Context: an optimization exercise on an open-source flow, tuned for small area. The choices shown serve that exercise and are no tape-out recipe.
The RTL was checked by simulation tests, not by an equivalence proof against the original design.
No activity file was given, so power comes from the tool's default toggle rates.

==> inputs of run M <==
// blackjack
module blackjack(
	input reset,
	input clk,
	input hit,
	input stay,
	input double_down,
	input split,
	output reg win,
	output reg tie,
	output reg lose,
	output sf_e, e, rs, rw, d, c, b, a
    );
wire hit_out, stay_out, dd_out, split_out;
wire hit_rise, hit_sp, stay_sp, double_down_sp, split_sp;
dbc hit_debounce(.clk(clk), .rst(reset), .signal_i(hit), .signal_o(hit_out), .rise(hit_rise), .pulse(hit_sp));
dbc stay_debounce(.clk(clk), .rst(reset), .signal_i(stay), .signal_o(stay_out), .rise(), .pulse(stay_sp));
dbc dd_debounce(.clk(clk), .rst(reset), .signal_i(double_down), .signal_o(dd_out), .rise(), .pulse(double_down_sp));
dbc split_debounce(.clk(clk), .rst(reset), .signal_i(split), .signal_o(split_out), .rise(), .pulse(split_sp));
wire [3:0] d_card, lstate;
lfsr d_new_card(.clk(clk), .rst(reset), .out(d_card), .state(lstate));
wire [3:0] card;
wire same;
card_generator new_card(.hit(hit_rise), .clk(clk), .rst(reset), .lstate(lstate), .card(card), .same(same));
reg [4:0] ps, X, fhp, shp, shd;
reg [7:0] bet;
reg [4:0] state;
localparam [4:0] S_INIT = 0,
                 S_P0 = 1, S_P1 = 2, S_P2 = 3, S_P3 = 4,
                 S_DDA = 5, S_DDB = 6,
  ...
Settings: LEC_CHECK=0, CAP_MARGIN=20, CORE_MARGIN=2, CORE_UTILIZATION=40, CTS_BUF_LIST=sky130_fd_sc_hd__clkbuf_4, HOLD_SLACK_MARGIN=0, SLEW_MARGIN=20; clock period 10.0 ns.
standard.sh (not shown) runs the stock make flow with config.mk's settings and CLKGATE_MAP_FILE= SYNTH_SCRIPT=/design/flow/synth_recipe.tcl, a recipe that flattens the netlist after the stock synthesis.
==> flow/flow/run.sh <==
#!/bin/bash
# Layout flow: the standard synthesis, then the combinational logic between
# the (unchanged) registers is re-optimised for area with ABC, then the standard flow's
# standard layout from floorplan to finish. Each tool writes its own log here.
set -uo pipefail
W=$(pwd)
R=$W/orfs/results/${FLOW_PLATFORM}/blackjack/base
LIB=$FLOW_HOME/platforms/${FLOW_PLATFORM}/lib/sky130_fd_sc_hd__tt_025C_1v80.lib

bash standard.sh synth > $W/log_1_std_synth.txt 2>&1 || exit 1
cp $R/1_2_yosys.v $W/std_netlist.v

# don't-use cells of the platform
python3 - "$FLOW_HOME/platforms/${FLOW_PLATFORM}/config.mk" > $W/dont_use.txt <<'PY'
import re, sys
txt = open(sys.argv[1]).read().replace("\\\n", " ")
cells = set()
for m in re.finditer(r"DONT_USE_CELLS\s*\+?=([^\n]*)", txt):
    cells.update(re.findall(r"sky130_fd_sc_hd__\w+", m.group(1)))
print(" ".join(f"-dont_use {c}" for c in sorted(cells)))
PY
DU=$(cat $W/dont_use.txt)

best=""
bestarea=""
for s in $W/flow/abc_*.script; do
  n=$(basename $s .script)
  cat > $W/resynth_$n.ys <<EOS
read_liberty -ignore_miss_func $LIB
blackbox sky130_fd_sc_hd__df*
read_verilog $W/std_netlist.v
hierarchy -top $FLOW_TOP
flatten
opt_clean -purge
abc -script $s -liberty $LIB $DU
opt_clean -purge
hilomap -singleton -hicell sky130_fd_sc_hd__conb_1 HI -locell sky130_fd_sc_hd__conb_1 LO
opt_clean -purge
tee -o $W/stat_$n.txt stat -liberty $LIB
write_verilog -noattr -nohex -nodec $W/netlist_$n.v
EOS
  ( timeout 1200 yosys -s $W/resynth_$n.ys > $W/log_2_resynth_$n.txt 2>&1 ) &
done
wait
for s in $W/flow/abc_*.script; do
  n=$(basename $s .script)
  a=$(grep -o "Chip area for module.*: [0-9.]*" $W/stat_$n.txt 2>/dev/null | awk '{print $NF}')
  [[ -z "$a" || ! -s $W/netlist_$n.v ]] && continue
  # the registers must be the standard synthesis's, by name and cell type
  grep -o "sky130_fd_sc_hd__df[a-z0-9_]* [^ ]*" $W/std_netlist.v | sort > $W/regs_std.txt
  grep -o "sky130_fd_sc_hd__df[a-z0-9_]* [^ ]*" $W/netlist_$n.v | sort > $W/regs_$n.txt
  cmp -s $W/regs_std.txt $W/regs_$n.txt || continue
  if [[ -z "$best" ]] || python3 -c "import sys; sys.exit(0 if $a < $bestarea else 1)"; then
    best=$n; bestarea=$a
  fi
done
echo "chosen: ${best:-standard} ${bestarea}" > $W/log_2_resynth_choice.txt
if [[ -n "$best" ]]; then
  cp $W/netlist_$best.v $R/1_2_yosys.v
  touch $R/1_2_yosys.v
fi

# extra make settings for the layout, one per line
ARGS=()
if [[ -f $W/flow/layout_args.txt ]]; then
  while IFS= read -r line; do [[ -n "$line" ]] && ARGS+=("$line"); done < $W/flow/layout_args.txt
fi
bash standard.sh "${ARGS[@]}" finish > $W/log_3_std_layout.txt 2>&1 || exit 1
==> flow/flow/layout_args.txt <==
BUFFER_PORTS_ARGS=-buffer_cell sky130_fd_sc_hd__buf_1
CTS_ARGS=-sink_clustering_enable -repair_clock_nets -buf_list sky130_fd_sc_hd__clkbuf_8 -dont_use_dummy_load -sink_clustering_size 60 -sink_clustering_max_diameter 400 -sink_clustering_levels 1
Other scripts of this flow, unchanged in this note and not shown: flow/flow/abc_a.script, flow/flow/abc_b.script, flow/flow/abc_c.script
==> inputs of run K, as changes to run M <==
--- a/flow/flow/run.sh
+++ b/flow/flow/run.sh
@@ -57,12 +57,7 @@
 echo "chosen: ${best:-standard} ${bestarea}" > $W/log_2_resynth_choice.txt
 if [[ -n "$best" ]]; then
   cp $W/netlist_$best.v $R/1_2_yosys.v
   touch $R/1_2_yosys.v
 fi
 
-# extra make settings for the layout, one per line
-ARGS=()
-if [[ -f $W/flow/layout_args.txt ]]; then
-  while IFS= read -r line; do [[ -n "$line" ]] && ARGS+=("$line"); done < $W/flow/layout_args.txt
-fi
-bash standard.sh "${ARGS[@]}" finish > $W/log_3_std_layout.txt 2>&1 || exit 1
+bash standard.sh "BUFFER_PORTS_ARGS=-buffer_cell sky130_fd_sc_hd__buf_1" finish > $W/log_3_std_layout.txt 2>&1 || exit 1
removed: flow/flow/layout_args.txt
==> inputs of run C, as changes to run M <==
--- a/flow/design.v
+++ b/flow/design.v
@@ -1,22 +1,40 @@
-module dbc(input clk, input rst, input signal_i, output reg signal_o, output rise, output reg pulse);
-  reg [4:0] cnt; reg s1, s2;
-  function [4:0] L; input [4:0] x; L = {x[3:0], x[4] ^ x[2]}; endfunction
-  localparam [4:0] Z = 5'b00001;
-  wire [4:0] T19, RST;
-  assign T19 = L(L(L(L(L(L(L(L(L(L(L(L(L(L(L(L(L(L(L(Z)))))))))))))))))));
-  wire flip = (cnt == T19);
-  wire s = signal_o ^ flip;
-  wire diff = signal_i ^ s;
-  assign rise = s2;
-  always @(posedge clk or posedge rst)
-    if (rst) begin signal_o <= 0; cnt <= 5'b10000; s1 <= 0; s2 <= 0; pulse <= 0; end
-    else begin
-      signal_o <= s;
-      cnt <= (diff & ~flip) ? L(cnt) : (diff ? L(Z) : Z);
-      s1 <= ~signal_o; s2 <= signal_o & s1; pulse <= s2;
+module dbc(
+input clk,
+input rst,
+input signal_i,
+output reg signal_o,
+output rise,       
+output pulse,      
+output started     
+    );
+    function [4:0] L;
+        input [4:0] x;
+        L = {x[3:0], x[4] ^ x[2]};
+    endfunction
+    localparam [4:0] Z   = 5'b00001;   
+    localparam [4:0] T19 = 5'b00110;   
+    localparam [4:0] R   = 5'b10000;   
+    reg [4:0] cnt;
+    reg [1:0] ph;
+    wire flip = (cnt == T19);
+    wire s = signal_o ^ flip;
+    wire diff = signal_i ^ s;
+    assign rise = signal_o & (ph == 2'd2);
+    assign pulse = signal_o & (ph == 2'd3);
+    assign started = (cnt != R);
+    always @(posedge clk or posedge rst) begin
+        if (rst) begin
+            signal_o <= 1'b0;
+            cnt <= R;
+            ph <= 2'd0;
+        end else begin
+            signal_o <= s;
+            cnt <= (diff & ~flip) ? L(cnt) : (diff ? L(Z) : Z);
+            ph <= flip ? 2'd1 : ph + {1'b0, ph != 2'd0};
+        end
     end
 endmodule
 module card_generator(input hit, input clk, input rst, input [3:0] lstate,
                       output reg [3:0] card, output reg same);
 reg par;
 reg [3:0] v;
@@ -105,24 +123,26 @@
         if (bcd[3:0] >= 5) bcd[3:0] = bcd[3:0] + 3;
         if (bcd[7:4] >= 5) bcd[7:4] = bcd[7:4] + 3;
         bcd = {bcd[10:0], bin[7-i]};
     end
 end
 endmodule
-module lcd(clk, rst, trigger, ps, ds, fhp, shp, fhd, shd, bet_bcd,
+module lcd(clk, rst, trigger, started, ps, ds, fhp, shp, fhd, shd, bet_bcd,
            sf_e, e, rs, rw, d, c, b, a);
     parameter CW = 11;
-    input clk, rst, trigger;
+    input clk, rst, trigger, started;
     input [4:0] ps, ds, fhp, shp, fhd, shd;
     input [11:0] bet_bcd;
-    output reg sf_e, e, rs, rw, d, c, b, a;
+    output sf_e;
+    output reg e, rs, rw, d, c, b, a;
     reg [CW-1:0] count;
     reg [5:0] code;
-    reg refresh;
     reg st;
     wire [6:0] idx = count[CW-1:CW-7];
+    assign sf_e = started;
+    wire refresh = started & (count[CW-8] ^ (count[CW-9:CW-11] == 3'd0));
     reg [4:0] sc;
     always @(*) begin
         case (idx)
             7'd17, 7'd19: sc = ps;
             7'd27, 7'd29: sc = ds;
             7'd49, 7'd51: sc = fhp;
@@ -214,20 +234,17 @@
         endcase
     end
     always @(posedge clk or posedge rst) begin
         if (rst) begin
             count <= 0;
             code <= 0;
-            refresh <= 0;
             st <= 0;
-            {sf_e, e, rs, rw, d, c, b, a} <= 0;
+            {e, rs, rw, d, c, b, a} <= 0;
         end else if (!st) begin
             count <= count + 1'b1;
             code <= code_n;
-            refresh <= count[CW-8];
-            sf_e <= 1'b1;
             {e, rs, rw, d, c, b, a} <= {refresh, code};
             if (idx == 7'd127)
                 st <= 1'b1;
         end else if (trigger)
             st <= 1'b0;
     end
@@ -237,23 +254,24 @@
 	input reset,
 	input clk,
 	input hit,
 	input stay,
 	input double_down,
 	input split,
-	output reg win,
-	output reg tie,
-	output reg lose,
+	output win,
+	output tie,
+	output lose,
 	output sf_e, e, rs, rw, d, c, b, a
     );
 wire hit_out, stay_out, dd_out, split_out;
 wire hit_rise, hit_sp, stay_sp, double_down_sp, split_sp;
-dbc hit_debounce(.clk(clk), .rst(reset), .signal_i(hit), .signal_o(hit_out), .rise(hit_rise), .pulse(hit_sp));
-dbc stay_debounce(.clk(clk), .rst(reset), .signal_i(stay), .signal_o(stay_out), .rise(), .pulse(stay_sp));
-dbc dd_debounce(.clk(clk), .rst(reset), .signal_i(double_down), .signal_o(dd_out), .rise(), .pulse(double_down_sp));
-dbc split_debounce(.clk(clk), .rst(reset), .signal_i(split), .signal_o(split_out), .rise(), .pulse(split_sp));
+wire started;
+dbc hit_debounce(.clk(clk), .rst(reset), .signal_i(hit), .signal_o(hit_out), .rise(hit_rise), .pulse(hit_sp), .started(started));
+dbc stay_debounce(.clk(clk), .rst(reset), .signal_i(stay), .signal_o(stay_out), .rise(), .pulse(stay_sp), .started());
+dbc dd_debounce(.clk(clk), .rst(reset), .signal_i(double_down), .signal_o(dd_out), .rise(), .pulse(double_down_sp), .started());
+dbc split_debounce(.clk(clk), .rst(reset), .signal_i(split), .signal_o(split_out), .rise(), .pulse(split_sp), .started());
 wire [3:0] d_card, lstate;
 lfsr d_new_card(.clk(clk), .rst(reset), .out(d_card), .state(lstate));
 wire [3:0] card;
 wire same;
 card_generator new_card(.hit(hit_rise), .clk(clk), .rst(reset), .lstate(lstate), .card(card), .same(same));
 reg [4:0] ps, X, fhp, shp, shd;
@@ -269,13 +287,13 @@
                  S_SSHA = 21, S_SSHB = 22, S_DSH = 23, S_DSHS = 24;
 wire splitted = |fhp;    
 wire [15:0] bet_bcd;
 bin2bcd_8b bcd_bet(.bin(bet), .bcd(bet_bcd[11:0]));
 assign bet_bcd[15:12] = 4'd0;
 wire trigger = hit_out | stay_out | dd_out | split_out;
-lcd lcdTest(.clk(clk), .rst(reset), .trigger(trigger),
+lcd lcdTest(.clk(clk), .rst(reset), .trigger(trigger), .started(started),
     .ps(ps), .ds(splitted ? 5'd0 : X), .fhp(fhp), .shp(shp), .fhd(splitted ? X : 5'd0), .shd(shd),
     .bet_bcd(bet_bcd[11:0]), .sf_e(sf_e), .e(e), .rs(rs), .rw(rw), .d(d), .c(c), .b(b), .a(a));
 wire isP   = (state == S_P0) || (state == S_P1) || (state == S_P2) || (state == S_P3);
 wire isDDA = (state == S_DDA);
 wire in_sfh = (state == S_SFHA) || (state == S_SFHB);
 wire in_ssh = (state == S_SSHA) || (state == S_SSHB);
@@ -327,12 +345,13 @@
         if (h1[2]) delta = ddg ? 8'd20 : (ps == 5'd21) ? 8'd15 : 8'd10;
         else if (h1[0]) delta = (ddg && !(ps > 21)) ? -8'd20 : -8'd10;
         else delta = 8'd0;
     end
 end
 wire [2:0] res = h1 | h2;
+assign {win, tie, lose} = (state == S_DONE) ? res : 3'b000;
 reg [4:0] nstate;
 always @(*) begin
     nstate = state;
     case (state)
         S_INIT: nstate = S_P0;
         S_P0, S_P1, S_P2, S_P3:
@@ -368,13 +387,12 @@
         default: ;
     endcase
     if (clr) nstate = S_INIT;
 end
 always @(posedge clk or posedge reset) begin
     if (reset) begin
-        win <= 0; tie <= 0; lose <= 0;
         ps <= 0; X <= 0; fhp <= 0; shp <= 0; shd <= 0;
         bet <= 8'd100;
         state <= S_INIT;
     end else begin
         state <= nstate;
         if (we_ps) ps <= psum;
@@ -385,11 +403,9 @@
             if (we_fh) fhp <= psum;
             if (we_sh) shp <= psum;
         end
         if (we_x) X <= dsum;
         if (we_sd) shd <= dsum;
         if (resf) bet <= bet + delta;
-        if (clr) {win, tie, lose} <= 3'b000;
-        else if (resf) {win, tie, lose} <= res;
     end
 end
 endmodule
==> flow/flow/layout_args.txt (replaced) <==
BUFFER_PORTS_ARGS=-buffer_cell sky130_fd_sc_hd__buf_1
CTS_ARGS=-sink_clustering_enable -repair_clock_nets -buf_list sky130_fd_sc_hd__clkbuf_8 -dont_use_dummy_load
--- a/flow/config.mk
+++ b/flow/config.mk
@@ -5,9 +5,9 @@
 export SDC_FILE = /design/flow/constraint.sdc
 export NUM_CORES = 4
 export LEC_CHECK = 0
 export CAP_MARGIN = 20
 export CORE_MARGIN = 2
 export CORE_UTILIZATION = 40
-export CTS_BUF_LIST = sky130_fd_sc_hd__clkbuf_4
+export CTS_BUF_LIST = sky130_fd_sc_hd__clkbuf_8
 export HOLD_SLACK_MARGIN = 0
 export SLEW_MARGIN = 20
==> inputs of run A, as changes to run M <==
==> flow/flow/layout_args.txt (replaced) <==
BUFFER_PORTS_ARGS=-buffer_cell sky130_fd_sc_hd__buf_1
CTS_ARGS=-sink_clustering_enable -repair_clock_nets -buf_list sky130_fd_sc_hd__clkbuf_8 -dont_use_dummy_load -sink_clustering_size 30 -sink_clustering_max_diameter 100
==> qor summary <==
quantity                                                                run C                     run K                     run M                     run A
Result of the run                                              finished clean            finished clean            finished clean            finished clean
Skew-Pair Late Insertion Delay                                        0.39 ns                   0.54 ns                   0.44 ns                   0.44 ns
Final non-clock buffer share                                            1.18%                    0.919%                    0.930%                    0.930%
Worst hold slack                                                     0.413 ns                  0.361 ns                  0.342 ns                  0.342 ns
Power Dens Cells                                                  133 nW/um^2               153 nW/um^2               145 nW/um^2               145 nW/um^2
Cell with the largest stage delay on the worst path  sky130_fd_sc_hd__o32ai_1  sky130_fd_sc_hd__o21ai_0  sky130_fd_sc_hd__o21ai_0  sky130_fd_sc_hd__o21ai_0
Final cell area excluding filler cells                              7010 um^2                 7350 um^2                 7270 um^2                 7270 um^2
HP Start                                                 d_new_card.number[2]         split_debounce.s2            dd_debounce.s2            dd_debounce.s2
Die W                                                                  132 um                    133 um                    133 um                    133 um
GR Layer Usage met1                                                     28.3%                     28.7%                     28.8%                     28.8%
Power of the combinational group                                     0.182 mW                  0.170 mW                  0.170 mW                  0.170 mW
Average cell area after synthesis                                   7.33 um^2                 7.53 um^2                 7.53 um^2                 7.53 um^2
RR Startpoint                                                        state[1]                  state[4]                  state[4]                  state[4]

what the ideal ports hide:
How much do the figures lean on ideal ports? The routed layouts below were timed once more, with nothing changed but the port constraints. Step 1 (the two cells are an assumption about what drives the block):
set clk [get_ports {clk}]
set_driving_cell -lib_cell sky130_fd_sc_hd__clkbuf_16 $clk
set_driving_cell -lib_cell sky130_fd_sc_hd__buf_2 [delete_from_list [all_inputs] $clk]
Step 2 adds t to the input delays and takes it off the output delays; t is the mean of the earliest and latest rising clock arrival at the registers after step 1. Input paths then give back, and output paths get back, about the clock's delay inside the block. Slacks: ideal ports / drivers / drivers and shift; pairs: ideal ports / drivers.
run | t (ns) | slack for setup (ns) | worst setup path at the end | worst register clock-pin slew, ns | worst slew at a driven data input, ns
run M | 0.464 | 4.078 / 4.078 / 4.078 | register to register | 0.07 / 0.07 | 0.03
run K | 0.570 | 4.067 / 4.067 / 4.067 | register to register | 0.12 / 0.12 | 0.03
run C | 0.417 | 4.011 / 4.011 / 4.011 | register to register | 0.10 / 0.10 | 0.03
run A | 0.464 | 4.078 / 4.078 / 4.078 | register to register | 0.07 / 0.07 | 0.03
After both steps setup and hold are still met in every run listed.
